Context: an optimization exercise on an open-source flow, tuned for small area. The choices shown serve that exercise and are no tape-out recipe.
The RTL was checked by simulation tests, not by an equivalence proof against the original design.
No driver is modelled on the clock port, so clocking that relies on it looks cheaper here than on a real chip.
Power figures rest on the tool's default switching activity, not on a simulated workload.

==> flow/config.mk <==
export PLATFORM = sky130hd
export DESIGN_NAME = cpu
export DESIGN_NICKNAME = cpu
export VERILOG_FILES = /design/flow/design.v
export SDC_FILE = /design/flow/constraint.sdc
export NUM_CORES = 4
export LEC_CHECK = 0
export ABC_AREA = 1
export CAP_MARGIN = 0
export CORE_MARGIN = 2
export CORE_UTILIZATION = 40
export GPL_TIMING_DRIVEN = 0
export SLEW_MARGIN = 0
==> flow/constraint.sdc <==
create_clock -name core_clock -period 20.0 [get_ports {clk}]
set_input_delay 4.0000 -clock core_clock [delete_from_list [all_inputs] [get_ports {clk}]]
set_output_delay 4.0000 -clock core_clock [all_outputs]
set_load 0.01 [all_outputs]
==> flow/design.v <==
module cpu(input         clk, reset,
           input  [15:0] dataout, instruction,
           output        MemRd, MemWr,
           output [15:0] datain, instrAddr, dataAddr);
  reg  [15:0] pc;                       
  reg  [15:0] ins;                      
  reg         regwrE, memrdE, memwrE;   
  reg         fmeE;
  reg  [1:0]  wbE;
  reg  [2:0]  rdE;
  reg  [15:0] resE, sdE;
  reg         regwrM, memrdM, memwrM;   
  reg  [1:0]  wbM;
  reg  [2:0]  rdM;
  reg  [15:0] aluM, dinM;
  reg  [15:0] r1, r2, r3, r4, r5, r6, r7;
  wire [3:0] op = ins[15:12];
  wire       m  = ins[11];
  wire isAnd  = op == 4'b0000;
  wire isSub  = op == 4'b0010;
  wire isAndi = op == 4'b0100;
  wire isLw   = op == 4'b0101;
  wire isLb   = op == 4'b0110;
  wire isSw   = op == 4'b0111;
  wire isBr   = op[3:2] == 2'b10;
  wire isJc   = op[3:1] == 3'b110;      
  wire isCall = op == 4'b1101;
  wire isRet  = op == 4'b1110;
  wire isSv   = op == 4'b1111;
  wire rtype  = op[3:2] == 2'b00 && op[1:0] != 2'b11;    
  wire itype  = !op[3] && !rtype;                        
  wire regWrD = rtype || (itype && !isSw) || isCall;
  wire memRdD = isLw || isLb;
  wire memWrD = isSw || isSv;
  wire killF  = op[3] && !isSv;
  reg [2:0] rs1, rs2, rd;
  always @(*) begin
    if (isRet)                 rs1 = 3'b111;
    else if (isSv || (isBr && m)) rs1 = 3'b000;
    else if (itype || isBr)    rs1 = ins[7:5];
    else                       rs1 = ins[8:6];
    if (isSv)                  rs2 = ins[11:9];
    else if (itype || isBr)    rs2 = ins[10:8];
    else                       rs2 = ins[5:3];
    if (isCall)                rd = 3'b111;
    else if (itype && !isSw)   rd = ins[10:8];
    else                       rd = ins[11:9];
  end
  function [15:0] rfread(input [2:0] a, input [15:0] x1, x2, x3, x4, x5, x6, x7);
    case (a)
      3'd1: rfread = x1;
      3'd2: rfread = x2;
      3'd3: rfread = x3;
      3'd4: rfread = x4;
      3'd5: rfread = x5;
      3'd6: rfread = x6;
      3'd7: rfread = x7;
      default: rfread = 16'd0;
    endcase
  endfunction
  function [15:0] add16(input [15:0] a, b, input cin);
    integer i;
    reg c;
    begin
      c = cin;
      for (i = 0; i < 16; i = i + 1) begin
        add16[i] = a[i] ^ b[i] ^ c;
        c = (a[i] & b[i]) | (c & (a[i] ^ b[i]));
      end
    end
  endfunction
  function [15:0] pfx16(input [15:0] a, b, input cin);
    integer i, l;
    reg [15:0] g, p, G, P;
    begin
      g = a & b;
      p = a ^ b;
      G = g; P = p;
      G[0] = g[0] | (p[0] & cin);
      for (l = 0; l < 4; l = l + 1)
        for (i = (2 << l) - 1; i < 16; i = i + (2 << l)) begin
          G[i] = G[i] | (P[i] & G[i - (1 << l)]);
          P[i] = P[i] & P[i - (1 << l)];
        end
      for (l = 2; l >= 0; l = l - 1)
        for (i = 3 * (1 << l) - 1; i < 16; i = i + (2 << l)) begin
          G[i] = G[i] | (P[i] & G[i - (1 << l)]);
          P[i] = P[i] & P[i - (1 << l)];
        end
      pfx16 = p ^ {G[14:0], cin};
    end
  endfunction
  wire [15:0] wdM = wbM == 2'b01 ? dataout :
                    wbM[1]       ? {{8{wbM[0] & dataout[7]}}, dataout[7:0]} :
                                   aluM;
  wire e1 = rs1 != 0 && rs1 == rdE && regwrE;
  wire m1 = rs1 != 0 && rs1 == rdM && regwrM;
  wire e2 = rs2 != 0 && rs2 == rdE && regwrE;
  wire m2 = rs2 != 0 && rs2 == rdM && regwrM;
  wire [15:0] A  = e1 ? resE : m1 ? wdM : rfread(rs1, r1, r2, r3, r4, r5, r6, r7);
  wire [15:0] F2 = e2 ? resE : m2 ? wdM : rfread(rs2, r1, r2, r3, r4, r5, r6, r7);
  wire fwdME = memrdE && memWrD && rdE == rdM;
  wire stall = memrdE && (e1 || e2) && !fwdME;
  wire [15:0] imm  = {{11{ins[4] && !isAndi}}, ins[4:0]};
  wire [15:0] B    = itype ? imm : F2;
  wire        sub  = isSub || isBr;
  wire [15:0] sum  = pfx16(A, sub ? ~B : B, sub);
  wire [15:0] res  = isCall ? pc : (isAnd || isAndi) ? (A & B) : sum;
  wire Z = sum == 16'd0;
  wire N = sum[15];
  wire V = (A[15] ^ F2[15]) & (A[15] ^ sum[15]);
  wire taken = isBr && (op[1] ? (Z ^ op[0]) : (op[0] ? (N == V) : (Z || N != V)));
  wire [5:0]  off = {ins[4], ins[4:0]} + 6'b111110;
  wire [15:0] lo2 = add16({10'd0, pc[5:0]}, {14'd0, !killF, 1'b0}, 1'b0);
  wire [15:0] lob = add16({10'd0, pc[5:0]}, {10'd0, off}, 1'b0);
  wire [9:0]  hi  = pc[15:6];
  wire [9:0]  hiInc, hiDec;
  wire [10:0] ci, bi;                    
  assign ci[0] = 1'b1;
  assign bi[0] = 1'b1;
  genvar g;
  generate
    for (g = 0; g < 10; g = g + 1) begin : incdec
      assign hiInc[g]  = hi[g] ^ ci[g];
      assign hiDec[g]  = hi[g] ^ bi[g];
      assign ci[g + 1] = ci[g] & hi[g];
      assign bi[g + 1] = bi[g] & !hi[g];
    end
  endgenerate
  wire [15:0] pc2 = {lo2[6] ? hiInc : hi, lo2[5:0]};
  wire [15:0] bt  = {lob[6] == off[5] ? hi : lob[6] ? hiInc : hiDec, lob[5:0]};
  wire [15:0] pcn = taken ? bt :
                    isJc  ? {pc[15:13], ins[11:0], 1'b0} :
                    isRet ? r7 :
                    pc2;
  always @(negedge clk, posedge reset)
    if (reset) begin
      pc <= 16'd0; ins <= 16'd0;
      regwrE <= 1'b0; memrdE <= 1'b0; memwrE <= 1'b0;
      regwrM <= 1'b0; memrdM <= 1'b0; memwrM <= 1'b0;
    end else begin
      if (!stall) begin
        pc  <= pcn;
        ins <= killF ? 16'd0 : instruction;
      end
      regwrE <= regWrD && !stall;
      memwrE <= memWrD && !stall;
      memrdE <= memRdD;
      regwrM <= regwrE; memrdM <= memrdE; memwrM <= memwrE;
    end
  always @(negedge clk) begin
    rdE  <= rd;
    wbE  <= {isLb, isLw || (isLb && m)};
    resE <= res;
    sdE  <= isSv ? {{7{ins[8]}}, ins[8:0]} : F2;
    fmeE <= memrdE && isSw && rdE == rdM;
    rdM  <= rdE; wbM <= wbE; aluM <= resE;
    dinM <= fmeE ? dataout : sdE;
  end
  always @(negedge clk)
    if (regwrM)
      case (rdM)
        3'd1: r1 <= wdM;
        3'd2: r2 <= wdM;
        3'd3: r3 <= wdM;
        3'd4: r4 <= wdM;
        3'd5: r5 <= wdM;
        3'd6: r6 <= wdM;
        3'd7: r7 <= wdM;
        default: ;
      endcase
  assign instrAddr = pc;
  assign dataAddr  = aluM;
  assign datain    = dinM;
  assign MemWr     = memwrM;
  assign MemRd     = memrdM;
endmodule
==> flow/flow/run.sh <==
#!/bin/bash
# The standard layout (standard.sh) with these changes, made through ORFS's own
# variables and step hooks:
# - 1x buffers on the ports;
# - before global placement, the combinational logic is mapped again for area
#   (pre_place.tcl);
# - one inverter makes the falling-edge clock (pre_cts.tcl), and the clock tree is built
#   of clkbuf_8 without dummy loads, then resized and the logic sized down (post_cts.tcl).
# Each step's output goes to a log of its own in this folder.
set -euo pipefail
here=$(cd "$(dirname "${BASH_SOURCE[0]}")" && pwd)
export BUFFER_PORTS_ARGS="-buffer_cell sky130_fd_sc_hd__buf_1"
export CTS_ARGS="-sink_clustering_enable -repair_clock_nets -dont_use_dummy_load -buf_list sky130_fd_sc_hd__clkbuf_8 -sink_clustering_size 16 -sink_clustering_max_diameter 60"
export PRE_CTS_TCL="$here/pre_cts.tcl"
export POST_CTS_TCL="$here/post_cts.tcl"
export PRE_GLOBAL_PLACE_TCL="$here/pre_place.tcl"
# the Liberty file restructure maps to: the platform's, less its don't-use cells
dont_use=$(sed -n '/^export DONT_USE_CELLS/,/^$/p' "$FLOW_HOME/platforms/sky130hd/config.mk" | grep -oE 'sky130_fd_sc_hd__[A-Za-z0-9_]+' | tr '\n' ' ')
python3 "$here/filter_lib.py" "$FLOW_HOME/platforms/sky130hd/lib/sky130_fd_sc_hd__tt_025C_1v80.lib" "$PWD/restructure.lib" $dont_use > filter_lib.log 2>&1
export RESTRUCTURE_LIB="$PWD/restructure.lib"
bash standard.sh synth > synth.log 2>&1
bash standard.sh floorplan > floorplan.log 2>&1
bash standard.sh place > place.log 2>&1
bash standard.sh cts > cts.log 2>&1
bash standard.sh finish > finish.log 2>&1
==> flow/flow/filter_lib.py <==
#!/usr/bin/env python3
"""Copy a Liberty file without the cells named on the command line (the platform's
don't-use cells), so that a mapping that reads it cannot pick them."""
import re
import sys

src, dst, drop = sys.argv[1], sys.argv[2], set(sys.argv[3:])
text = open(src).read()
out = []
pos = 0
for m in re.finditer(r'\n(\s*)cell\s*\(\s*"?([\w$]+)"?\s*\)\s*\{', text):
    if m.start() < pos:
        continue
    if m.group(2) not in drop:
        continue
    # find the brace that closes this cell group
    depth, i = 0, m.end() - 1
    while True:
        c = text[i]
        if c == '{':
            depth += 1
        elif c == '}':
            depth -= 1
            if depth == 0:
                break
        i += 1
    out.append(text[pos:m.start()])
    pos = i + 1
out.append(text[pos:])
open(dst, 'w').write(''.join(out))
==> flow/flow/post_cts.tcl <==
# After clock tree synthesis:
# - a lightly loaded clock buffer (6 loads or fewer) gets clkbuf_4;
# - a delay buffer that evens out the two clock nets' latencies drives one buffer and
#   gets clkbuf_2.
set resized 0
foreach inst [[ord::get_db_block] getInsts] {
  set master [[$inst getMaster] getName]
  if {![regexp {^sky130_fd_sc_hd__clkbuf_(\d+)$} $master -> size]} { continue }
  set net [[$inst findITerm X] getNet]
  if {$net == "NULL"} { continue }
  set loads [expr {[llength [$net getITerms]] - 1}]
  set want $size
  if {$loads > 16} {
    set want 16
  } elseif {[string match "delaybuf_*" [$inst getName]] && $loads == 1} {
    set want 2
  } elseif {$loads <= 6 && $size > 4} {
    set want 4
  }
  if {$want != $size} {
    replace_cell [$inst getName] sky130_fd_sc_hd__clkbuf_$want
    incr resized
  }
}
puts "post_cts: resized $resized clock buffers"
if {$resized > 0} {
  detailed_placement
  check_placement -verbose
}

# Cells on paths with slack to spare are sized down.
repair_timing -recover_power 100 -verbose
detailed_placement
check_placement -verbose
==> flow/flow/pre_cts.tcl <==
# Keep the one inverter that makes the falling-edge clock instead of cloning it
# next to every flip-flop; clock_tree_synthesis buffers the net it drives.
proc repair_clock_inverters {args} {
  puts "repair_clock_inverters skipped"
}
==> flow/flow/pre_place.tcl <==
# Before global placement: map the combinational logic again for area with OpenROAD's
# restructure (ABC), to the platform's cells less its don't-use ones. Registers stay as
# synthesis made them. Then remove the buffers synthesis left, as timing-driven placement
# would; the later repair steps fix slew, capacitance and timing.
set_dont_use $::env(DONT_USE_CELLS)
restructure -target area -liberty_file $::env(RESTRUCTURE_LIB) \
  -tielo_port sky130_fd_sc_hd__conb_1/LO -tiehi_port sky130_fd_sc_hd__conb_1/HI \
  -work_dir $::env(OBJECTS_DIR) -abc_logfile $::env(LOG_DIR)/restructure_abc.log
remove_buffers
==> flow/standard.sh <==
#!/bin/bash
# synth_recipe.tcl (not shown) runs the flow's synth.tcl, then flattens the netlist and writes it again
# the make line also repeats each setting of config.mk as NAME=value (left out here)
make -C /OpenROAD-flow-scripts/flow DESIGN_CONFIG=/design/flow/config.mk WORK_HOME=/design/flow/orfs CLKGATE_MAP_FILE= SYNTH_SCRIPT=/design/flow/synth_recipe.tcl "${@:-finish}"
==> results of run 1 <==
## synth_stat cells (17+ instances only)
| library cell | count |
|---|---|
| sky130_fd_sc_hd__nand2_2 | 17 |
| sky130_fd_sc_hd__dfxtp_1 | 75 |
| sky130_fd_sc_hd__o21ai_0 | 113 |
| sky130_fd_sc_hd__clkbuf_1 | 42 |
| sky130_fd_sc_hd__nand3_1 | 95 |
| sky130_fd_sc_hd__o22ai_1 | 30 |
| sky130_fd_sc_hd__a221oi_1 | 18 |
| sky130_fd_sc_hd__xor2_1 | 23 |
| sky130_fd_sc_hd__edfxtp_1 | 112 |
| sky130_fd_sc_hd__nor2_1 | 95 |
| sky130_fd_sc_hd__a31oi_1 | 26 |
| sky130_fd_sc_hd__ha_1 | 35 |
| sky130_fd_sc_hd__nand2_1 | 286 |
| sky130_fd_sc_hd__dfrtn_1 | 38 |
| sky130_fd_sc_hd__a21oi_1 | 43 |
| sky130_fd_sc_hd__inv_1 | 150 |
## power groups by stage
stage,Sequential (mW),Clock [mW],Combinational [mW]
2_1_floorplan,0.743,0.0561,1.01
3_3_place_gp,0.766,0.0561,1.21
3_5_place_dp,0.766,0.0561,1.27
5_1_grt,0.771,0.291,1.43
6_report,0.758,0.268,1.33
## cells by family (layout without fill, tap and decap cells)
family / after synthesis / after routing / share of synthesized area
buffers and inverters: 225 / 279 / 0.0745
DFF: 225 / 225 / 0.473
adders and majority gates: 48 / 0 / 0.0568
xor gates and xnor gates: 33 / 6 / 0.0235
other: 0 / 1 / 0
muxes: 3 / 0 / 0.00264
and+or+nand+nor: 561 / 205 / 0.213
AOI/OAI and AO/OA: 314 / 476 / 0.156
## how the worst min path moves through the flow
stage          slack [ns]          endpoint  cells past startpoint
2_1_floorplan        0.29  memwrM$_DFF_NP0_                      0
3_3_place_gp         0.30  memwrM$_DFF_NP0_                      0
3_5_place_dp         0.30  memwrM$_DFF_NP0_                      0
5_1_grt              0.32  memwrM$_DFF_NP0_                      0
6_report             0.31  memwrM$_DFF_NP0_                      0
## through the flow
stage / instances / worst slack (ns) / hold slack (ns) / setup TNS [ns]
3_5_place_dp: 1550 / -1.92 / 0.304 / -22.66
6_report: 1588 / 0.373 / 0.313 / 0
2_1_floorplan: 1409 / 1.35 / 0.292 / 0
3_3_place_gp: 1514 / -3.40 / 0.295 / -50.46
5_1_grt: 1588 / 0.0569 / 0.324 / 0
## layout by cell type (no fill, tap or decap), types with 15 or more instances in the layout
cell type and count:
sky130_fd_sc_hd__o32ai_1 19, sky130_fd_sc_hd__a2bb2oi_1 16, sky130_fd_sc_hd__a222oi_1 38, sky130_fd_sc_hd__a21oi_1 35
sky130_fd_sc_hd__dfrtn_1 38, sky130_fd_sc_hd__o22ai_1 102, sky130_fd_sc_hd__a22oi_1 57, sky130_fd_sc_hd__dfxtp_1 75
sky130_fd_sc_hd__clkinv_1 119, sky130_fd_sc_hd__o22a_1 55, sky130_fd_sc_hd__edfxtp_1 112, sky130_fd_sc_hd__o21ai_0 57
sky130_fd_sc_hd__nor2_1 67, sky130_fd_sc_hd__buf_1 83, sky130_fd_sc_hd__nand2_1 73, sky130_fd_sc_hd__clkbuf_1 15
sky130_fd_sc_hd__clkbuf_8 19
## worst reg2reg max path, delay by kind of cell, from the launching register on
| family | cells | cell delay (ns) |
|---|---|---|
| compound gates | 25 | 6.40 |
| buf+inv | 11 | 2.91 |
| flops | 1 | 0.54 |
| simple gates | 5 | 1.79 |
## per-layer routing
| layer | track usage | vias to the layer above | routed length (um) |
|---|---|---|---|
| met5 | 0 | - | 0 |
| met2 | 0.386 | 696 | 17800 |
| met1 | 0.330 | 4750 | 15700 |
| li1 | - | 4528 | - |
| met4 | 0.120 | 0 | 1750 |
| met3 | 0.0411 | 110 | 4060 |
## layout make-up
| class | instances | area share |
|---|---|---|
| diodes | 1 | 0.000203 |
| flip-flops and latches | 225 | 0.471 |
| inverters | 123 | 0.0378 |
| repair buffers | 124 | 0.0529 |
| clock buffers | 32 | 0.0291 |
| well taps | 396 | 0.0401 |
| multi-input cells | 687 | 0.369 |
==> results.py, run 1 <==
metrics = {
    "yosys": {
        "synth.yosys.warnings": 1,
        "yosys.area.top_type": "sky130_fd_sc_hd__edfxtp_1",
        "synth_seq_area_share": 0.473,
        "synth_top_area_frac": 0.273,
        "synth_flop_cell": "sky130_fd_sc_hd__edfxtp_1",
        "synthTopCellsByArea": "sky130_fd_sc_hd__edfxtp_1, sky130_fd_sc_hd__dfxtp_1, sky130_fd_sc_hd__nand2_1",
        "synth-edff-count": 112,
        "mean_syn_cell_area_um2": 8.73,
        "ys_ff_latch": 225,
        "syn_inst": 1409,
        "syn_area_um2": 12300,
        "synthesis.nets": 1491,
        "synthArstFlopShare": 0.169,
        "post_synth_num_cell_types": 59,
    },
    "pwr": {
        "clock_power_share": 0.114,
        "combPwrFrac": 0.564,
        "switchingPower_mw": 1.10,
        "netSwitchingFraction": 0.467,
        "pwr_density_cell_nw_per_um2": 191,
        "pwr-share-seq": 0.322,
        "cell_internal_pwr_mw": 1.26,
        "p_leak_nw": 4.05,
        "p_total_mw": 2.36,
        "irDropWorstVdd_mv": 0.0883,
    },
    "route": {
        "drt_wl_total_um": 39400,
        "detail_route.iter0.violations": 1593,
        "vias_per_cell": 6.35,
        "num_vias": 10100,
        "drc": 0,
        "detailedRoute.firstPassIterationCount": 8,
        "route.antenna.remaining_nets": 0,
        "routed_len_inst_um": 24.8,
    },
    "clock_tree": {
        "tritoncts": "yes",
        "cts.reportedPaths.clkPinSlew_ns": 0.06,
        "clk_lat_worst_skew_ns": 0.90,
    },
    "layout": {
        "fillerInstances": 2986,
        "seq_area_um2": 5820,
        "area_occupied_by_multi_input_gates_um2": 4550,
        "syn_to_final_growth_pct": 0.366,
        "final_area_um2": 12300,
        "layout.nets": 1227,
        "final_layout_size_suffix_gt1_frac": 0.0756,
        "fin_util": 0.406,
    },
    "setup_path": {
        "critPathArrivalTime_ns": 10.38,
        "critPathCapture": "pc[8]$_DFFE_NP0P_",
        "critical_path_buf_inv_count": 7,
        "cp.depth": 32,
        "path_max_fanout": 13,
        "worst_r2r_path_depth": 41,
        "ff2ff_setup_slack_ns": 8.35,
        "r2r-start": "ins[12]$_DFFE_NP0N_",
        "cp.required_ns": 10.75,
        "setup.worst_path.class": "input port to flop",
        "regToRegEndpoint": "pc[8]$_DFFE_NP0P_",
        "worstSetupStartpointType": "input port",
        "worstSetupEndpointType": "flop",
        "timing.critical_path.slowest_cell_delay_ns": 0.32,
        "cp-startpoint": "dataout[0]",
        "cp_slowest_cell": "sky130_fd_sc_hd__a31oi_2",
        "critical-path-top-delay-family": "compound AO/OA/AOI/OAI gates",
    },
    "job": {
        "drv.max_cap_violation_count": 1,
    },
    "floorplan": {
        "die_x_um": 179,
        "die_height_um": 179,
        "fp.coreArea_um2": 30400,
        "i_o_pin_count": 84,
        "floorplan_die_area_um2": 32200,
        "num_rows": 64,
        "start_util": 0.404,
    },
    "timing": {
        "grt_setup_unrepaired": "false",
        "skew_ns": 0.144,
        "max_slew_violation_count": 1,
        "finalHoldViolations": 0,
        "worst_pin_slew_ns": 1.49,
        "worst_rel_slew_slack": -0.00128,
        "finalSetupViolCount": 0,
    },
    "global_route": {
        "grt_antenna_before_repair": 1,
        "grt_pass1_wl_um": 58600,
        "global_route.overflow_total": 0,
        "grt_start_max_net_pins": 39,
        "globalRouteTotalUtil": 0.246,
        "number_of_global_route_vias_before_repair": 9403,
    },
    "place": {
        "place_congestion": 0.959,
        "port_buffers": 83,
        "placed_area_um2": 12000,
        "place_hpwl_um": 29500,
    },
    "hold_path": {
        "hold_path.class": "flop to flop",
        "hold_path_startpoint": "memwrE$_DFF_NP0_",
    },
    "run_status": {
        "status": "complete, but fails checks",
        "failed_layout_checks": "capacitance limit, slew limit",
    },
}
==> run 2: changes to the inputs <==
--- a/flow/config.mk
+++ b/flow/config.mk
@@ -7,7 +7,7 @@
 export LEC_CHECK = 0
 export ABC_AREA = 1
-export CAP_MARGIN = 0
+export CAP_MARGIN = 10
 export CORE_MARGIN = 2
 export CORE_UTILIZATION = 40
 export GPL_TIMING_DRIVEN = 0
-export SLEW_MARGIN = 0
+export SLEW_MARGIN = 10
==> run 2 against run 1 <==
  * The run now finishes clean
  * Die area is the same
  * Sequential share of layout area is essentially flat
  * Final cell count grew 0.19%
  * Synthesized cell count is the same
  * Clock skew grew 0.025 ns
  * Routed wire length shrank 0.40%
  * Clock-buffer cell count shrank 1
  * Critical path depth grew 1
  * Highest routed layer is now met5
==> results.py, run 2 <==
metrics = {
    "timing": {
        "finalSetupViolCount": 0,
        "slack_of_the_critical_path_ns": 0.416,
        "worst_rel_slew_slack": 0.236,
        "worst_pin_slew_ns": 1.14,
        "finalHoldViolations": 0,
        "grt_setup_unrepaired": "false",
        "skew_ns": 0.169,
        "max_slew_violation_count": 0,
    },
    "floorplan": {
        "die_height_um": 179,
        "die_x_um": 179,
        "start_util": 0.404,
        "i_o_pin_count": 84,
        "num_rows": 64,
        "fp.coreArea_um2": 30400,
        "floorplan_die_area_um2": 32200,
    },
    "layout": {
        "non_filler_cells_final": 1591,
        "mostFrequentLayoutCell": "sky130_fd_sc_hd__clkinv_1",
        "layout.nets": 1230,
        "final_layout_size_suffix_gt1_frac": 0.0745,
        "fillerInstances": 2994,
        "syn_to_final_growth_pct": 0.437,
        "mostFrequentLayoutCells": "sky130_fd_sc_hd__clkinv_1, sky130_fd_sc_hd__edfxtp_1, sky130_fd_sc_hd__o22ai_1",
    },
    "pwr": {
        "combPwrFrac": 0.564,
        "pwr-share-seq": 0.323,
        "switchingPower_mw": 1.10,
        "p_leak_nw": 4.07,
        "cell_internal_pwr_mw": 1.25,
        "netSwitchingFraction": 0.467,
        "irDropWorstVdd_mv": 0.0887,
        "clock_power_share": 0.113,
        "pwr_density_cell_nw_per_um2": 190,
    },
    "yosys": {
        "synth.yosys.warnings": 1,
        "syn_area_um2": 12300,
        "synth_seq_area_share": 0.473,
        "synth_flop_cell": "sky130_fd_sc_hd__edfxtp_1",
        "synth_top_area_frac": 0.273,
        "yosys.area.top_type": "sky130_fd_sc_hd__edfxtp_1",
        "synthesis.nets": 1491,
        "ys_ff_latch": 225,
        "mean_syn_cell_area_um2": 8.73,
        "synthMostInstantiatedCell": "sky130_fd_sc_hd__nand2_1",
        "post_synth_num_cell_types": 59,
        "syn_inst": 1409,
        "synthArstFlopShare": 0.169,
        "ys_top_cells_by_count": "sky130_fd_sc_hd__nand2_1, sky130_fd_sc_hd__inv_1, sky130_fd_sc_hd__o21ai_0",
        "synth-edff-count": 112,
        "synthTopCellsByArea": "sky130_fd_sc_hd__edfxtp_1, sky130_fd_sc_hd__dfxtp_1, sky130_fd_sc_hd__nand2_1",
    },
    "clock_tree": {
        "cts.reportedPaths.clkPinSlew_ns": 0.06,
        "clk_lat_worst_skew_ns": 0.85,
        "tritoncts": "yes",
    },
    "global_route": {
        "grt_antenna_before_repair": 3,
        "globalRouteTotalUtil": 0.242,
        "grt_pass1_wl_um": 57900,
        "global_route.overflow_total": 0,
        "number_of_global_route_vias_before_repair": 9556,
        "grt_start_max_net_pins": 39,
    },
    "place": {
        "port_buffers": 83,
        "numPlacedInstances": 1555,
        "place_congestion": 0.959,
        "place_hpwl_um": 29600,
        "dp_worst_setup_slack_ns": -2.02,
    },
    "setup_path": {
        "worstSetupStartpointType": "input port",
        "cp-startpoint": "dataout[0]",
        "critPathArrivalTime_ns": 10.11,
        "cp.required_ns": 10.52,
        "critical-path-top-delay-family": "compound AO/OA/AOI/OAI gates",
        "ff2ff_setup_slack_ns": 8.62,
        "cp.depth": 33,
        "worst_r2r_path_depth": 43,
        "r2r-start": "ins[12]$_DFFE_NP0N_",
        "worstSetupEndpointType": "flop",
        "path_max_fanout": 10,
        "critPathCapture": "pc[8]$_DFFE_NP0P_",
        "cp_slowest_cell": "sky130_fd_sc_hd__a22oi_1",
        "regToRegEndpoint": "pc[8]$_DFFE_NP0P_",
        "critical_path_buf_inv_count": 7,
        "setup.worst_path.class": "input port to flop",
        "timing.critical_path.slowest_cell_delay_ns": 0.32,
    },
    "route": {
        "num_vias": 10100,
        "routed_len_inst_um": 24.7,
        "drt_wl_total_um": 39200,
        "drc": 0,
        "detail_route.iter0.violations": 1401,
        "route.antenna.remaining_nets": 0,
        "detailedRoute.firstPassIterationCount": 7,
        "vias_per_cell": 6.35,
    },
    "job": {
        "drv.max_cap_violation_count": 0,
    },
    "run_status": {
        "status": "timing/DRC/antenna clean",
    },
    "hold_path": {
        "hold-path-cell-count": 0,
        "hold_path_startpoint": "memwrE$_DFF_NP0_",
        "hold_path.class": "flop to flop",
    },
}
-- run 2: area by class of cell --
cell class              instances  area [um^2]  share of cell area
diodes                          1         2.50            0.000203
clock buffers                  31          354              0.0287
inverters                     123          465              0.0377
multi-input cells             687         4550               0.369
flip-flops and latches        225         5820               0.471
well taps                     396          495              0.0401
repair buffers                128          668              0.0541
-- run 2: cells by family after synthesis --
| group | count (synthesis) | share of synthesized area |
|---|---|---|
| AO/OA/AOI/OAI | 314 | 0.156 |
| buffers and inverters | 225 | 0.0745 |
| flip-flops | 225 | 0.473 |
| adder cells (fa/ha/maj) | 48 | 0.0568 |
| XOR/XNOR | 33 | 0.0235 |
| AND/OR/NAND/NOR | 561 | 0.213 |
| multiplexers | 3 | 0.00264 |
-- run 2: power groups by stage --
stage | clock, mW | sequential [mW] | combinational [mW]
6_report | 0.265 | 0.758 | 1.32
5_1_grt | 0.288 | 0.769 | 1.42
3_5_place_dp | 0.0561 | 0.765 | 1.26
3_3_place_gp | 0.0561 | 0.766 | 1.21
2_1_floorplan | 0.0561 | 0.743 | 1.01
-- run 2: how the worst min path moves through the flow --
| stage | end | slack (ns) |
|---|---|---|
| 6_report | memwrM$_DFF_NP0_ | 0.30 |
| 3_3_place_gp | memwrM$_DFF_NP0_ | 0.30 |
| 5_1_grt | memwrM$_DFF_NP0_ | 0.32 |
| 2_1_floorplan | memwrM$_DFF_NP0_ | 0.29 |
| 3_5_place_dp | memwrM$_DFF_NP0_ | 0.30 |
-- run 2: worst register-to-register path, delay by kind of cell (launching register included) --
family | cells | cell delay (ns)
flip-flops | 1 | 0.57
AO/OA/AOI/OAI | 20 | 3.89
buffers and inverters | 8 | 2.27
AND/OR/NAND/NOR | 15 | 4.45
-- run 2: metrics by stage --
step / power, mW / utilization / hold slack [ns] / area [um^2] / TNS [ns]
2_1_floorplan: 1.81 / - / 0.292 / 12300 / 0
3_3_place_gp: 2.03 / 0.378 / 0.295 / 11500 / -50.46
3_5_place_dp: 2.09 / 0.396 / 0.296 / 12000 / -25.01
5_1_grt: 2.48 / 0.406 / 0.316 / 12400 / 0
6_report: 2.35 / 0.406 / 0.304 / 12400 / 0
-- run 2: per-layer routing --
metal / up-vias / routed length, um / global-route usage
met5: - / 13 / 0
met4: 2 / 1850 / 0.122
met3: 115 / 3930 / 0.0466
met2: 647 / 17900 / 0.378
met1: 4793 / 15500 / 0.320
li1: 4539 / - / -
==> run 3: changes to the inputs <==
--- a/flow/config.mk
+++ b/flow/config.mk
@@ -9,5 +9,5 @@
 export CAP_MARGIN = 10
 export CORE_MARGIN = 2
-export CORE_UTILIZATION = 40
+export CORE_UTILIZATION = 55
 export GPL_TIMING_DRIVEN = 0
 export SLEW_MARGIN = 10
==> run 3 against run 2 <==
  * Still clean on timing, DRC and antenna
  * Combinational power hardly changed
  * Worst setup slack gained 0.036 ns
  * Sequential share of layout area rose by 0.31 points
  * First-iteration DRC count grew 10%
  * Critical path type unchanged
  * Critical endpoint is now pc[3]$_DFFE_NP0N_
==> results.py, run 3 <==
metrics = {
    "place": {
        "place_congestion": 0.966,
        "port_buffers": 83,
        "dp_worst_setup_slack_ns": -2.07,
        "place_hpwl_um": 29500,
        "placed_area_um2": 11900,
    },
    "layout": {
        "fillerInstances": 1990,
        "syn_to_final_growth_pct": -0.213,
        "final_area_um2": 12300,
        "layout.nets": 1238,
        "mostFrequentLayoutCell": "sky130_fd_sc_hd__clkinv_1",
        "final_layout_size_suffix_gt1_frac": 0.0807,
        "mostFrequentLayoutCells": "sky130_fd_sc_hd__clkinv_1, sky130_fd_sc_hd__edfxtp_1, sky130_fd_sc_hd__o22ai_1",
    },
    "timing": {
        "skew_ns": 0.171,
        "max_slew_violation_count": 0,
        "finalHoldViolations": 0,
        "setup-tns-final_ns": 0,
        "grt_setup_unrepaired": "false",
        "slack_of_the_critical_path_ns": 0.452,
        "worst_rel_slew_slack": 0.226,
        "worst_pin_slew_ns": 1.15,
        "finalSetupViolCount": 0,
        "fin_hold_ws_ns": 0.336,
    },
    "clock_tree": {
        "tritoncts": "yes",
        "cts.reportedPaths.clkPinSlew_ns": 0.10,
        "clk_lat_worst_skew_ns": 1.08,
    },
    "pwr": {
        "p_leak_nw": 4.12,
        "switchingPower_mw": 1.12,
        "clock_power_share": 0.120,
        "netSwitchingFraction": 0.469,
        "p_total_mw": 2.38,
        "pwr_density_cell_nw_per_um2": 194,
        "combPwrFrac": 0.560,
        "pwr-share-seq": 0.319,
        "irDropWorstVdd_mv": 0.0696,
        "cell_internal_pwr_mw": 1.26,
    },
    "yosys": {
        "synthArstFlopShare": 0.169,
        "syn_area_um2": 12300,
        "post_synth_num_cell_types": 59,
        "synth_seq_area_share": 0.473,
        "yosys.area.top_type": "sky130_fd_sc_hd__edfxtp_1",
        "synth.yosys.warnings": 1,
        "synthMostInstantiatedCell": "sky130_fd_sc_hd__nand2_1",
        "synthTopCellsByArea": "sky130_fd_sc_hd__edfxtp_1, sky130_fd_sc_hd__dfxtp_1, sky130_fd_sc_hd__nand2_1",
        "ys_ff_latch": 225,
        "syn_inst": 1409,
        "synth_flop_cell": "sky130_fd_sc_hd__edfxtp_1",
        "mean_syn_cell_area_um2": 8.73,
        "ys_top_cells_by_count": "sky130_fd_sc_hd__nand2_1, sky130_fd_sc_hd__inv_1, sky130_fd_sc_hd__o21ai_0",
        "synthesis.nets": 1491,
        "synth_top_area_frac": 0.273,
        "synth-edff-count": 112,
    },
    "floorplan": {
        "die_x_um": 154,
        "fp.coreArea_um2": 21900,
        "num_rows": 54,
        "i_o_pin_count": 84,
        "floorplan_die_area_um2": 23600,
        "die_height_um": 154,
        "start_util": 0.562,
    },
    "job": {
        "drv.max_cap_violation_count": 0,
    },
    "hold_path": {
        "hold-path-cell-count": 0,
        "hold_path_startpoint": "resE[9]$_DFF_N_",
        "hold_path.class": "flop to flop",
        "timing.hold.worst_endpoint": "aluM[9]$_DFF_N_",
    },
    "route": {
        "route.antenna.remaining_nets": 0,
        "drt_wl_total_um": 40200,
        "num_vias": 10300,
        "drc": 0,
        "vias_per_cell": 6.97,
        "detail_route.iter0.violations": 1542,
        "detailedRoute.firstPassIterationCount": 8,
        "routed_len_inst_um": 27.1,
    },
    "global_route": {
        "globalRouteTotalUtil": 0.337,
        "grt_start_max_net_pins": 39,
        "grt_antenna_before_repair": 1,
        "grt_pass1_wl_um": 59900,
        "number_of_global_route_vias_before_repair": 9614,
        "global_route.overflow_total": 0,
    },
    "setup_path": {
        "cp.required_ns": 10.75,
        "path_max_fanout": 15,
        "r2r-start": "ins[13]$_DFFE_NP0N_",
        "regToRegEndpoint": "pc[3]$_DFFE_NP0N_",
        "timing.critical_path.slowest_cell_delay_ns": 0.54,
        "critPathArrivalTime_ns": 10.30,
        "cp_slowest_cell": "sky130_fd_sc_hd__a22oi_1",
        "worstSetupEndpointType": "flop",
        "setup.worst_path.class": "input port to flop",
        "worst_r2r_path_depth": 41,
        "ff2ff_setup_slack_ns": 8.61,
        "worstSetupStartpointType": "input port",
    },
    "run_status": {
        "status": "timing/DRC/antenna clean",
    },
}
run 3: worst max path at each step:
stage / startpoint / end / slack, ns / depth (start not counted)
6_report: dataout[1] / pc[3]$_DFFE_NP0N_ / 0.45 / 30
3_5_place_dp: dataout[0] / pc[7]$_DFFE_NP0P_ / -2.07 / 31
3_3_place_gp: dataout[0] / pc[8]$_DFFE_NP0P_ / -3.38 / 31
5_1_grt: dataout[0] / pc[13]$_DFFE_NP0P_ / 0.06 / 32
2_1_floorplan: dataout[3] / pc[2]$_DFFE_NP0N_ / 1.35 / 32
run 3: final cells by class:
class	count	area (um^2)	share of cell area
Antenna cell	1	2.50	0.000204
Clock buffer	35	385	0.0314
Inverter	123	467	0.0380
Multi-Input combinational cell	687	4530	0.369
Sequential cell	225	5820	0.474
Tap cell	280	350	0.0285
Timing Repair Buffer	132	719	0.0586
run 3: routing by layer:
| metal | track usage | vias up | part of all wire |
|---|---|---|---|
| li1 | - | 4539 | - |
| met3 | 0.0617 | 121 | 0.11 |
| met5 | 0 | - | 0.00025 |
| met1 | 0.484 | 4914 | 0.41 |
| met4 | 0.139 | 2 | 0.045 |
| met2 | 0.507 | 756 | 0.43 |
run 3: worst max-delay path: cells and delay by family:
| family | cells | cell delay, ns |
|---|---|---|
| compound gates | 20 | 4.83 |
| simple gates | 3 | 0.31 |
| buf+inv | 7 | 1.11 |
run 3: cells by family (layout without fill, tap and decap cells):
| group | Yosys count | in the layout | synth area share |
|---|---|---|---|
| flops | 225 | 225 | 0.473 |
| other cells | 0 | 1 | 0 |
| mux | 3 | 0 | 0.00264 |
| compound gates | 314 | 476 | 0.156 |
| xor+xnor | 33 | 6 | 0.0235 |
| buf+inv | 225 | 290 | 0.0745 |
| fa+ha+maj | 48 | 0 | 0.0568 |
| simple gates | 561 | 205 | 0.213 |
run 3: power by group through the flow:
stage                     Combinational (mW)  Clock, mW  Sequential [mW]
after floorplan                         1.01     0.0561            0.743
after detailed placement                1.27     0.0561            0.764
after global routing                    1.43      0.311            0.768
after global placement                  1.22     0.0561            0.765
final                                   1.33      0.286            0.759
run 3: stage by stage:
| stage | instances | util |
|---|---|---|
| 6_report | 1483 | 0.561 |
| 5_1_grt | 1482 | 0.561 |
| 2_1_floorplan | 1409 | - |
| 3_3_place_gp | 1398 | 0.519 |
| 3_5_place_dp | 1443 | 0.544 |
==> run 4: changes to the inputs <==
--- a/flow/design.v
+++ b/flow/design.v
@@ -98,5 +98,5 @@
   wire e2 = rs2 != 0 && rs2 == rdE && regwrE;
   wire m2 = rs2 != 0 && rs2 == rdM && regwrM;
-  wire [15:0] A  = e1 ? resE : m1 ? wdM : rfread(rs1, r1, r2, r3, r4, r5, r6, r7);
+  wire [15:0] A  = e1 && !isRet ? resE : m1 && !isRet ? wdM : rfread(rs1, r1, r2, r3, r4, r5, r6, r7);
   wire [15:0] F2 = e2 ? resE : m2 ? wdM : rfread(rs2, r1, r2, r3, r4, r5, r6, r7);
   wire fwdME = memrdE && memWrD && rdE == rdM;
@@ -132,5 +132,5 @@
   wire [15:0] pcn = taken ? bt :
                     isJc  ? {pc[15:13], ins[11:0], 1'b0} :
-                    isRet ? r7 :
+                    isRet ? A :
                     pc2;
   always @(negedge clk, posedge reset)
--- a/flow/config.mk
+++ b/flow/config.mk
@@ -9,5 +9,5 @@
 export CAP_MARGIN = 10
 export CORE_MARGIN = 2
-export CORE_UTILIZATION = 55
+export CORE_UTILIZATION = 40
 export GPL_TIMING_DRIVEN = 0
 export SLEW_MARGIN = 10
==> run 4 against run 3 <==
  * Core utilization is 15 points lower
  * Register-to-register slack lost 0.05 ns
  * Total power up 1.6%
  * Via count decreased by 3.5%
  * Die area grew 37%
  * Critical path depth fell by 9
  * Cell area increased by 0.94%
  * Worst hold slack worse by 0.038 ns
  * Sequential cell count is the same
  * Largest power group unchanged
  * Sequential power increased by 0.7%
  * Critical endpoint is now pc[5]$_DFFE_NP0N_
==> results.py, run 4 <==
metrics = {
    "run_status": {
        "status": "timing/DRC/antenna clean",
    },
    "floorplan": {
        "fp.coreArea_um2": 30500,
        "die_x_um": 180,
        "start_util": 0.405,
        "i_o_pin_count": 84,
        "num_rows": 64,
        "floorplan_die_area_um2": 32300,
        "die_height_um": 180,
    },
    "global_route": {
        "number_of_global_route_vias_before_repair": 9447,
        "grt_antenna_before_repair": 0,
        "grt_pass1_wl_um": 57300,
        "globalRouteTotalUtil": 0.228,
        "global_route.overflow_total": 0,
        "grt_start_max_net_pins": 39,
    },
    "setup_path": {
        "cp_slowest_cell": "sky130_fd_sc_hd__or4_1",
        "timing.critical_path.cells": "buf_1, a22oi_1, o21ai_0, o22ai_1, o22ai_1, a2bb2oi_1, nand2_1, a21oi_1, a31oi_1, a2bb2oi_1, or4b_1, or4_1, or4_1, or4_1, or4_1, o211a_1, nor3_2, buf_6, clkinvlp_4, o32a_1, o22a_1",
        "worstSetupEndpointType": "flop",
        "setup.worst_path.class": "input port to flop",
        "critPathArrivalTime_ns": 10.40,
        "cp.required_ns": 10.65,
        "timing.critical_path.slowest_cell_delay_ns": 0.61,
        "ff2ff_setup_slack_ns": 8.56,
        "worst_r2r_path_depth": 30,
        "critical-path-top-cell-by-count": "sky130_fd_sc_hd__or4_1",
        "path_max_fanout": 16,
        "worstSetupStartpointType": "input port",
    },
    "yosys": {
        "synth_top_area_frac": 0.272,
        "synth.yosys.warnings": 1,
        "synth-edff-count": 112,
        "synthArstFlopShare": 0.169,
        "synthTopCellsByArea": "sky130_fd_sc_hd__edfxtp_1, sky130_fd_sc_hd__dfxtp_1, sky130_fd_sc_hd__nand2_1",
        "syn_area_um2": 12300,
        "synth_flop_cell": "sky130_fd_sc_hd__edfxtp_1",
        "ys_ff_latch": 225,
        "synthesis.nets": 1512,
        "yosys.area.top_type": "sky130_fd_sc_hd__edfxtp_1",
        "mean_syn_cell_area_um2": 8.63,
        "syn_inst": 1430,
        "ys_top_cells_by_count": "sky130_fd_sc_hd__nand2_1, sky130_fd_sc_hd__inv_1, sky130_fd_sc_hd__o21ai_0",
        "post_synth_num_cell_types": 56,
        "synth_seq_area_share": 0.471,
        "synthMostInstantiatedCell": "sky130_fd_sc_hd__nand2_1",
    },
    "layout": {
        "final_area_um2": 12400,
        "fillerInstances": 2972,
        "syn_to_final_growth_pct": 0.355,
        "fin_util": 0.406,
        "final_layout_size_suffix_gt1_frac": 0.0643,
        "layout.nets": 1234,
        "number_of_antenna_repair_diodes": 0,
        "mostFrequentLayoutCells": "sky130_fd_sc_hd__edfxtp_1, sky130_fd_sc_hd__clkinv_1, sky130_fd_sc_hd__nor2_1",
        "mostFrequentLayoutCell": "sky130_fd_sc_hd__edfxtp_1",
        "non_filler_cells_final": 1594,
    },
    "route": {
        "wl_met2_um": 18000,
        "met3WireLength_um": 3030,
        "vias_per_cell": 6.25,
        "detail_route.iter0.violations": 1522,
        "drt_wl_total_um": 37900,
        "routed_len_inst_um": 23.8,
        "detailedRoute.firstPassIterationCount": 8,
        "route.antenna.remaining_nets": 0,
        "m1WireLength_um": 15700,
        "routed.top_layer": "met4",
        "drc": 0,
        "num_vias": 9968,
    },
    "timing": {
        "finalHoldViolations": 0,
        "skew_ns": 0.188,
        "worst_pin_slew_ns": 1.09,
        "grt_setup_unrepaired": "false",
        "finalSetupViolCount": 0,
        "max_slew_violation_count": 0,
        "worst_rel_slew_slack": 0.270,
    },
    "hold_path": {
        "hold-path-cell-count": 0,
        "hold_path.class": "flop to flop",
    },
    "place": {
        "port_buffers": 83,
        "numPlacedInstances": 1562,
        "place_congestion": 0.952,
        "place_hpwl_um": 28700,
        "placed_area_um2": 12100,
    },
    "pwr": {
        "p_total_mw": 2.41,
        "pwr_density_cell_nw_per_um2": 195,
        "irDropWorstVdd_mv": 0.0809,
        "p_leak_nw": 4.07,
    },
    "clock_tree": {
        "cts.reportedPaths.clkPinSlew_ns": 0.05,
        "clk_lat_worst_skew_ns": 0.98,
        "tritoncts": "yes",
    },
    "job": {
        "drv.max_cap_violation_count": 0,
    },
}
==> run 4: report_power, final <==
| part | internal, mW | switching [mW] | leakage [nW] |
|---|---|---|---|
| sequential | 0.661 | 0.103 | 2.13 |
| combinational | 0.527 | 0.862 | 1.74 |
| clock | 0.109 | 0.152 | 0.201 |
| total | 1.30 | 1.12 | 4.07 |
==> run 4: layer usage <==
layer  up-vias  track usage
met2       558        0.380
met3        78       0.0320
met1      4799        0.301
met5         -            0
li1       4533            -
met4         0       0.0875
==> run 4: worst paths after layout <==
check	from	endpoint
max	dataout[1]	pc[5]$_DFFE_NP0N_
min	memwrE$_DFF_NP0_	memwrM$_DFF_NP0_
max reg2reg	ins[13]$_DFFE_NP0N_	pc[5]$_DFFE_NP0N_
min reg2reg	memwrE$_DFF_NP0_	memwrM$_DFF_NP0_
max in group asynchronous	reset	pc[14]$_DFFE_NP0P_
min in group asynchronous	reset	ins[10]$_DFFE_NP0N_
==> run 4: area by class of cell <==
class                      instances  area (um^2)  area share
sequential                       225         5820       0.469
tap                              396          495      0.0400
inverter                         111          424      0.0342
multi-input combinational        709         4680       0.378
clock buffer                      32          345      0.0279
timing repair buffer             121          627      0.0506
==> run 4: through the flow <==
step / TNS, ns / hold slack [ns] / worst slack (ns)
5_1_grt: 0 / 0.302 / 0.0421
6_report: 0 / 0.298 / 0.249
2_1_floorplan: 0 / 0.292 / 1.63
3_3_place_gp: -32.35 / 0.297 / -2.27
3_5_place_dp: -9.24 / 0.303 / -0.718
==> run 4: cells by family after synthesis <==
kind of cell,after synthesis,share of synthesized area
AOI/OAI and AO/OA,299,0.143
xor gates and xnor gates,31,0.0220
adders and majority gates,48,0.0566
buffers and inverters,219,0.0738
DFF,225,0.471
muxes,15,0.0133
and+or+nand+nor,593,0.221
==> run 4: critical path, delay by kind of cell <==
| family | cells | cell delay, ns |
|---|---|---|
| AND/OR/NAND/NOR | 7 | 3.15 |
| AO/OA/AOI/OAI | 11 | 2.59 |
| buffers and inverters | 3 | 0.66 |
==> run 5: changes to the inputs <==
--- a/flow/config.mk
+++ b/flow/config.mk
@@ -7,7 +7,7 @@
 export LEC_CHECK = 0
 export ABC_AREA = 1
-export CAP_MARGIN = 10
+export CAP_MARGIN = 0
 export CORE_MARGIN = 2
 export CORE_UTILIZATION = 40
 export GPL_TIMING_DRIVEN = 0
-export SLEW_MARGIN = 10
+export SLEW_MARGIN = 0
==> run 5 against run 4 <==
  * Non-clock buffer count fell by 8
  * Critical path depth fell by 1
  * Highest routed layer unchanged
  * First-iteration DRC count fell by 4.1%
  * Worst setup slack got worse by 0.052 ns
  * Via count barely moved
  * Global-route usage fell by 0.27 points
  * Still clean on timing, DRC and antenna
  * Die area did not move
==> results.py, run 5 <==
metrics = {
    "global_route": {
        "number_of_global_route_vias_before_repair": 9288,
        "grt_pass1_wl_um": 56200,
        "global_route.overflow_total": 0,
        "grt_antenna_before_repair": 1,
        "globalRouteTotalUtil": 0.225,
        "grt_start_max_net_pins": 25,
    },
    "yosys": {
        "synth_seq_area_share": 0.471,
        "post_synth_num_cell_types": 56,
        "yosys.area.top_type": "sky130_fd_sc_hd__edfxtp_1",
        "ys_ff_latch": 225,
        "synthMostInstantiatedCell": "sky130_fd_sc_hd__nand2_1",
        "syn_area_um2": 12300,
        "synth.yosys.warnings": 1,
        "synth_top_area_frac": 0.272,
        "ys_top_cells_by_count": "sky130_fd_sc_hd__nand2_1, sky130_fd_sc_hd__inv_1, sky130_fd_sc_hd__o21ai_0",
        "synthTopCellsByArea": "sky130_fd_sc_hd__edfxtp_1, sky130_fd_sc_hd__dfxtp_1, sky130_fd_sc_hd__nand2_1",
        "synthesis.nets": 1512,
        "synth_flop_cell": "sky130_fd_sc_hd__edfxtp_1",
        "mean_syn_cell_area_um2": 8.63,
        "synth-edff-count": 112,
        "synthArstFlopShare": 0.169,
        "syn_inst": 1430,
    },
    "floorplan": {
        "die_height_um": 180,
        "i_o_pin_count": 84,
        "start_util": 0.405,
        "fp.coreArea_um2": 30500,
        "die_x_um": 180,
        "num_rows": 64,
        "floorplan_die_area_um2": 32300,
    },
    "setup_path": {
        "critPathArrivalTime_ns": 10.47,
        "cp.required_ns": 10.67,
        "worstSetupEndpointType": "flop",
        "timing.critical_path.slowest_cell_delay_ns": 0.61,
        "timing.critical_path.cells": "buf_1, a22oi_1, o22ai_1, o22ai_1, nor2_1, a21oi_1, a21oi_1, a31oi_1, a2bb2oi_1, or4b_1, or4_1, or4_1, or4_1, or4_1, o211a_1, nor3_2, buf_6, clkinvlp_4, o32a_1, o22a_1",
        "setup.worst_path.class": "input port to flop",
        "critical-path-top-cell-by-count": "sky130_fd_sc_hd__or4_1",
        "cp_slowest_cell": "sky130_fd_sc_hd__or4_1",
        "path_max_fanout": 16,
        "cp-startpoint": "dataout[0]",
        "worstSetupStartpointType": "input port",
        "r2r-start": "ins[13]$_DFFE_NP0N_",
    },
    "pwr": {
        "p_total_mw": 2.40,
        "irDropWorstVdd_mv": 0.0882,
        "netSwitchingFraction": 0.464,
        "clock_power_share": 0.108,
        "switchingPower_mw": 1.12,
        "pwr_density_cell_nw_per_um2": 195,
        "p_leak_nw": 4.03,
        "cell_internal_pwr_mw": 1.29,
        "pwr-share-seq": 0.317,
        "combPwrFrac": 0.574,
    },
    "place": {
        "placed_area_um2": 12100,
        "place_congestion": 0.952,
        "place_hpwl_um": 27600,
        "numPlacedInstances": 1553,
        "port_buffers": 83,
        "dp_worst_setup_slack_ns": -1.15,
    },
    "timing": {
        "max_slew_violation_count": 0,
        "grt_setup_unrepaired": "false",
        "finalHoldViolations": 0,
        "fin_hold_ws_ns": 0.298,
        "worst_rel_slew_slack": 0.0540,
        "slack_of_the_critical_path_ns": 0.197,
        "worst_pin_slew_ns": 1.41,
        "finalSetupViolCount": 0,
        "skew_ns": 0.156,
        "setup-tns-final_ns": 0,
    },
    "route": {
        "detail_route.iter0.violations": 1459,
        "num_vias": 9961,
        "routed_len_inst_um": 23.6,
        "drc": 0,
        "drt_wl_total_um": 37400,
        "detailedRoute.firstPassIterationCount": 6,
        "route.antenna.remaining_nets": 0,
        "vias_per_cell": 6.28,
    },
    "layout": {
        "non_filler_cells_final": 1587,
        "area_occupied_by_multi_input_gates_um2": 4700,
        "fillerInstances": 2951,
        "syn_to_final_growth_pct": -0.132,
        "mostFrequentLayoutCell": "sky130_fd_sc_hd__edfxtp_1",
        "final_area_um2": 12300,
        "final_layout_size_suffix_gt1_frac": 0.0622,
        "mostFrequentLayoutCells": "sky130_fd_sc_hd__edfxtp_1, sky130_fd_sc_hd__clkinv_1, sky130_fd_sc_hd__nor2_1",
        "seq_area_um2": 5820,
        "fin_util": 0.404,
        "layout.nets": 1226,
    },
    "hold_path": {
        "hold_path.class": "flop to flop",
        "hold_path_startpoint": "memwrE$_DFF_NP0_",
    },
    "run_status": {
        "status": "timing/DRC/antenna clean",
    },
    "clock_tree": {
        "cts.reportedPaths.clkPinSlew_ns": 0.05,
        "clk_lat_worst_skew_ns": 0.96,
        "tritoncts": "yes",
    },
    "job": {
        "drv.max_cap_violation_count": 0,
    },
}
==> run 5: changes by cell type in the layout (fill, tap and decap cells not counted), sizes merged <==
cell / delta
buf: -6
clkbuf: -2
clkinvlp: -1
clkinv: +1
diode: +1
==> run 5: per-layer routing <==
| layer | part of all wire | routed length (um) | vias up | global-route usage |
|---|---|---|---|---|
| li1 | - | - | 4509 | - |
| met1 | 0.41 | 15400 | 4770 | 0.301 |
| met2 | 0.47 | 17600 | 586 | 0.371 |
| met3 | 0.082 | 3080 | 96 | 0.0274 |
| met4 | 0.035 | 1330 | 0 | 0.0950 |
| met5 | 0 | 0 | - | 0 |
==> run 5: power groups by stage <==
stage          Clock (mW)  Combinational [mW]  Sequential [mW]
6_report            0.260                1.38            0.763
5_1_grt             0.282                1.49            0.777
3_5_place_dp       0.0561                1.34            0.772
3_3_place_gp       0.0561                1.28            0.772
2_1_floorplan      0.0561               0.964            0.738
==> run 5: path summary, 6_finish.rpt <==
kind                            slack, ns  cells after the start            endpoint
worst min-delay path                 0.30                      0    memwrM$_DFF_NP0_
min in group asynchronous           13.00                      2  ins[8]$_DFFE_NP0N_
max in group asynchronous            6.04                      3   pc[8]$_DFFE_NP0P_
worst min register to register       0.30                      0    memwrM$_DFF_NP0_
worst max-delay path                 0.20                     20   pc[5]$_DFFE_NP0N_
worst max register to register       8.40                     28   pc[5]$_DFFE_NP0N_
==> run 5: area by class of cell <==
cell class                      instances  area share
Inverter                              111      0.0341
Multi-Input combinational cell        709       0.381
Timing Repair Buffer                  113      0.0446
Antenna cell                            1    0.000203
Sequential cell                       225       0.472
Tap cell                              396      0.0402
Clock buffer                           32      0.0280
==> run 5: cell families (layout without fill, tap and decap cells) <==
group / after synthesis / after routing / synth area share
xor+xnor: 31 / 7 / 0.0220
flops: 225 / 225 / 0.471
buf+inv: 219 / 256 / 0.0738
fa+ha+maj: 48 / 0 / 0.0566
mux: 15 / 0 / 0.0133
simple gates: 593 / 225 / 0.221
other cells: 0 / 1 / 0
compound gates: 299 / 477 / 0.143
==> run 5: worst max-delay path: cells and delay by family <==
family / cells / cell delay [ns]
and+or+nand+nor: 7 / 3.17
buffers and inverters: 3 / 0.61
AOI/OAI and AO/OA: 10 / 2.69
